From an optimization exercise on the open Yosys and OpenROAD flow, aimed at small area; shortcuts taken in it are not production practice.
Only simulation tests tie the RTL to the original design; equivalence was not proved.

## morse_code_interpreter_top
module morse_code_interpreter_top (
    input clk,
    input btnL,
    input btnC,
    input btnR,
    input btnD,
    input [15:0] sw,
    input [4:0] JB,
    output reg [6:0] seg,
    output [3:0] an,
    output dp,
    output [4:0] JA,
    output led
    );
==> module morse_code_interpreter_top, before the edit <==
module morse_code_interpreter_top (
    input clk,
    input btnL,
    input btnC,
    input btnR,
    input btnD,
    input [15:0] sw,
    input [4:0] JB,
    output reg [6:0] seg,
    output [3:0] an,
    output dp,
    output [4:0] JA,
    output led
    );
    localparam EV_NONE = 3'b000, EV_LETTER = 3'b010, EV_WORD = 3'b011,
               EV_DIT = 3'b100, EV_DASH = 3'b101;
    reg [4:0] ph;  
    always @(posedge clk) begin
        if (btnC) ph <= 5'd0;
        else ph <= {ph[3:0], ~ph[4]};
    end
    wire tick = !btnC && ph[3] && !ph[4];
    reg source_talking, source_talking_d1;
    reg [4:0] d_out_shift;
    always @(posedge clk) begin
        if (btnC) begin
            source_talking <= 1'b0;
            source_talking_d1 <= 1'b0;
            d_out_shift <= 5'd0;
        end else if (tick) begin
            if (JB[0]) source_talking <= 1'b0;
            else if (btnR) source_talking <= 1'b1;
            source_talking_d1 <= source_talking;
            d_out_shift <= {d_out_shift[3:0], btnR | JB[0]};
        end
    end
    wire rst = btnC | (source_talking ^ source_talking_d1);
    assign JA = {4'b0000, btnR};
    assign dp = 1'b1;
    assign led = ~source_talking;
    reg [6:0] refresh;
    always @(posedge clk) begin
        if (rst) refresh <= 7'd16;
        else refresh <= refresh + 7'd1;
    end
    wire [1:0] digit = refresh[6:5];
    assign an = ~(4'b0001 << digit);
    reg [4:0] mcnt, scnt;
    reg md1, incl;
    reg mode_h, mode_l;
    reg [11:0] timer;
    reg tflag;
    reg [2:0] next_ev, ev;
    wire m30   = mcnt == 5'b10000;
    wire deb   = m30 | (&mcnt);
    wire rise  = m30;
    wire fall  = md1 & ~deb;
    wire sedge = scnt == 5'b10000;
    wire [4:0] mnext = m30 ? 5'b11111 : {mcnt[3:0], ~(mcnt[4] ^ mcnt[2])};
    wire [4:0] snext = sedge ? 5'b11111 : {scnt[3:0], ~(scnt[4] ^ scnt[2])};
    localparam [11:0] T199 = 12'b100000000100, T500 = 12'b001100001000,
                      T1600 = 12'b110010110011;
    wire tmax = tflag && timer == 12'd0;
    always @(posedge clk) begin
        if (rst) begin
            mcnt <= 5'd0;
            scnt <= 5'd0;
            md1 <= 1'b0;
            mode_h <= 1'b0;
            mode_l <= 1'b0;
            next_ev <= EV_NONE;
            ev <= EV_NONE;
        end else if (tick) begin
            mcnt <= d_out_shift[4] ? mnext : 5'd0;
            scnt <= btnD ? snext : 5'd0;
            md1 <= deb;
            incl <= sw[15];
            if (sedge) begin
                next_ev <= EV_WORD;
            end else begin
                next_ev <= EV_NONE;
                if (tmax) begin
                    mode_h <= 1'b0;
                    mode_l <= 1'b0;
                end
                if (rise) begin
                    mode_h <= 1'b1;
                    mode_l <= 1'b0;
                end else if (fall) begin
                    mode_h <= 1'b0;
                    mode_l <= 1'b1;
                    next_ev <= (mode_h && tflag) ? EV_DASH : EV_DIT;
                end else if (mode_l) begin
                    if (timer == T1600 && incl) next_ev <= EV_WORD;
                    else if (timer == T500) next_ev <= EV_LETTER;
                end
                ev <= next_ev;
            end
        end
    end
    always @(posedge clk) begin
        if (tick && !sedge) begin
            if ((rise && !mode_h) || (fall && !mode_l)) begin
                timer <= 12'd0;
                tflag <= 1'b0;
            end else begin
                timer <= {timer[10:0], ~(timer[11] ^ timer[7] ^ timer[1] ^ timer[0])};
                if (timer == T199) tflag <= 1'b1;
            end
        end
    end
    reg [4:0] state;
    reg sh;
    wire [4:0] node = sh ? 5'd1 : state;
    wire is_elem = ev[2];
    wire [4:0] child = {node[3:0], ev[0]};
    wire child_bad = node[4] || (node == 5'd9 && ev[0]) || (node == 5'd10 && ev[0]) || node == 5'd15;
    wire emit_letter = ev == EV_LETTER && node != 5'd1;
    wire emit_word = ev == EV_WORD;
    wire next_sh = emit_letter | emit_word;
    always @(posedge clk) begin
        if (rst) begin
            state <= 5'd1;
            sh <= 1'b0;
        end else if (tick) begin
            sh <= next_sh;
            if (emit_word) state <= 5'd0;
            else if (is_elem) state <= child_bad ? 5'd1 : child;
            else state <= node;
        end
    end
    wire shift_done = tick && sh && !next_sh;
    reg [19:0] digits;
    always @(posedge clk) begin
        if (rst) digits <= 20'd0;
        else if (shift_done) digits <= {digits[14:0], state};
    end
    reg [4:0] ch;
    always @(*) begin
        case (digit)
            2'd0: ch = digits[4:0];
            2'd1: ch = digits[9:5];
            2'd2: ch = digits[14:10];
            default: ch = digits[19:15];
        endcase
    end
    always @(*) begin
        case (ch)
            5'd2:  seg = 7'b0000110;  
            5'd3:  seg = 7'b0000111;  
            5'd4:  seg = 7'b1001111;  
            5'd5:  seg = 7'b0001000;  
            5'd6:  seg = 7'b0101011;  
            5'd7:  seg = 7'b0101010;  
            5'd8:  seg = 7'b0010010;  
            5'd9:  seg = 7'b1100011;  
            5'd10: seg = 7'b0101111;  
            5'd11: seg = 7'b0010101;  
            5'd12: seg = 7'b0100001;  
            5'd13: seg = 7'b0001010;  
            5'd14: seg = 7'b0010000;  
            5'd15: seg = 7'b0100011;  
            5'd16: seg = 7'b0001011;  
            5'd17: seg = 7'b1010101;  
            5'd18: seg = 7'b0001110;  
            5'd20: seg = 7'b1000111;  
            5'd22: seg = 7'b0001100;  
            5'd23: seg = 7'b1100001;  
            5'd24: seg = 7'b0000011;  
            5'd25: seg = 7'b1101011;  
            5'd26: seg = 7'b1000110;  
            5'd27: seg = 7'b0010001;  
            5'd28: seg = 7'b0100100;  
            5'd29: seg = 7'b0011000;  
            default: seg = 7'b1111111;  
        endcase
    end
endmodule
make LEC_CHECK=0 CAP_MARGIN=20 CORE_MARGIN=2 CORE_UTILIZATION=40 SLEW_MARGIN=20 finish   # period 10.0 ns
run.sh (not shown) runs the stock make flow with config.mk's settings and CLKGATE_MAP_FILE= SYNTH_SCRIPT=/design/flow/synth_recipe.tcl, a recipe that flattens the netlist after the stock synthesis.
Rerun with:
--- a/flow/design.v
+++ b/flow/design.v
@@ -16,10 +16,10 @@
     localparam EV_NONE = 3'b000, EV_LETTER = 3'b010, EV_WORD = 3'b011,
                EV_DIT = 3'b100, EV_DASH = 3'b101;
-    reg [4:0] ph;  
+    reg [3:0] ph;
     always @(posedge clk) begin
-        if (btnC) ph <= 5'd0;
-        else ph <= {ph[3:0], ~ph[4]};
+        if (btnC || ph == 4'd9) ph <= 4'd0;
+        else ph <= ph + 4'd1;
     end
-    wire tick = !btnC && ph[3] && !ph[4];
+    wire tick = !btnC && ph == 4'd4;
     reg source_talking, source_talking_d1;
     reg [4:0] d_out_shift;
@@ -51,16 +51,10 @@
     reg mode_h, mode_l;
     reg [11:0] timer;
-    reg tflag;
     reg [2:0] next_ev, ev;
-    wire m30   = mcnt == 5'b10000;
-    wire deb   = m30 | (&mcnt);
-    wire rise  = m30;
+    wire deb   = &mcnt[4:1];
+    wire rise  = deb & ~mcnt[0];
     wire fall  = md1 & ~deb;
-    wire sedge = scnt == 5'b10000;
-    wire [4:0] mnext = m30 ? 5'b11111 : {mcnt[3:0], ~(mcnt[4] ^ mcnt[2])};
-    wire [4:0] snext = sedge ? 5'b11111 : {scnt[3:0], ~(scnt[4] ^ scnt[2])};
-    localparam [11:0] T199 = 12'b100000000100, T500 = 12'b001100001000,
-                      T1600 = 12'b110010110011;
-    wire tmax = tflag && timer == 12'd0;
+    wire sedge = scnt == 5'd30;
+    wire tmax  = &timer;
     always @(posedge clk) begin
         if (rst) begin
@@ -73,6 +67,6 @@
             ev <= EV_NONE;
         end else if (tick) begin
-            mcnt <= d_out_shift[4] ? mnext : 5'd0;
-            scnt <= btnD ? snext : 5'd0;
+            mcnt <= d_out_shift[4] ? (mcnt | {4'd0, &mcnt} ) + {4'd0, ~&mcnt} : 5'd0;
+            scnt <= btnD ? (scnt | {4'd0, &scnt}) + {4'd0, ~&scnt} : 5'd0;
             md1 <= deb;
             incl <= sw[15];
@@ -91,8 +85,8 @@
                     mode_h <= 1'b0;
                     mode_l <= 1'b1;
-                    next_ev <= (mode_h && tflag) ? EV_DASH : EV_DIT;
+                    next_ev <= (mode_h && timer >= 12'd200) ? EV_DASH : EV_DIT;
                 end else if (mode_l) begin
-                    if (timer == T1600 && incl) next_ev <= EV_WORD;
-                    else if (timer == T500) next_ev <= EV_LETTER;
+                    if (timer == 12'd1600 && incl) next_ev <= EV_WORD;
+                    else if (timer == 12'd500) next_ev <= EV_LETTER;
                 end
                 ev <= next_ev;
@@ -102,11 +96,6 @@
     always @(posedge clk) begin
         if (tick && !sedge) begin
-            if ((rise && !mode_h) || (fall && !mode_l)) begin
-                timer <= 12'd0;
-                tflag <= 1'b0;
-            end else begin
-                timer <= {timer[10:0], ~(timer[11] ^ timer[7] ^ timer[1] ^ timer[0])};
-                if (timer == T199) tflag <= 1'b1;
-            end
+            if ((rise && !mode_h) || (fall && !mode_l)) timer <= 12'd0;
+            else timer <= timer + 12'd1;
         end
     end
Die area goes up by 5.9%.
Area after synthesis goes up by about 6%.
Sequential share of layout area went down by 3.0 points.
Worst setup slack gets better by 0.017 ns.
Routed wire length rose by 8.4%.
Non-clock buffer count goes up by 1.

==> afterwards: timing with drivers on the ports <==
The results above use ideal ports. As a check the final layouts listed here were re-extracted and re-timed, cells and wires unchanged. Step 1 assumes that a clkbuf_16 drives the clock port and a buf_2 every other input. Step 2 moves the port delays by t, midway between the first and last clock arrival at a register: inputs arrive t later, outputs are due t later. That takes back most of the time a late clock gives input paths. Three values: no drivers, after step 1, after step 2; two values: the first two.
| run | t, ns | setup WS [ns] | clock arrival spread, ns | slew at the worst register clock pin (ns) | worst slew at a driven data input, ns |
|---|---|---|---|---|---|
| the first run | 0.364 | 4.561 / 4.530 / 4.894 | 0.011 / 0.011 | 0.08 / 0.08 | 0.03 |
| the second run | 0.379 | 4.577 / 4.546 / 4.925 | 0.012 / 0.011 | 0.08 / 0.08 | 0.03 |
After both steps every run listed still meets setup and hold.
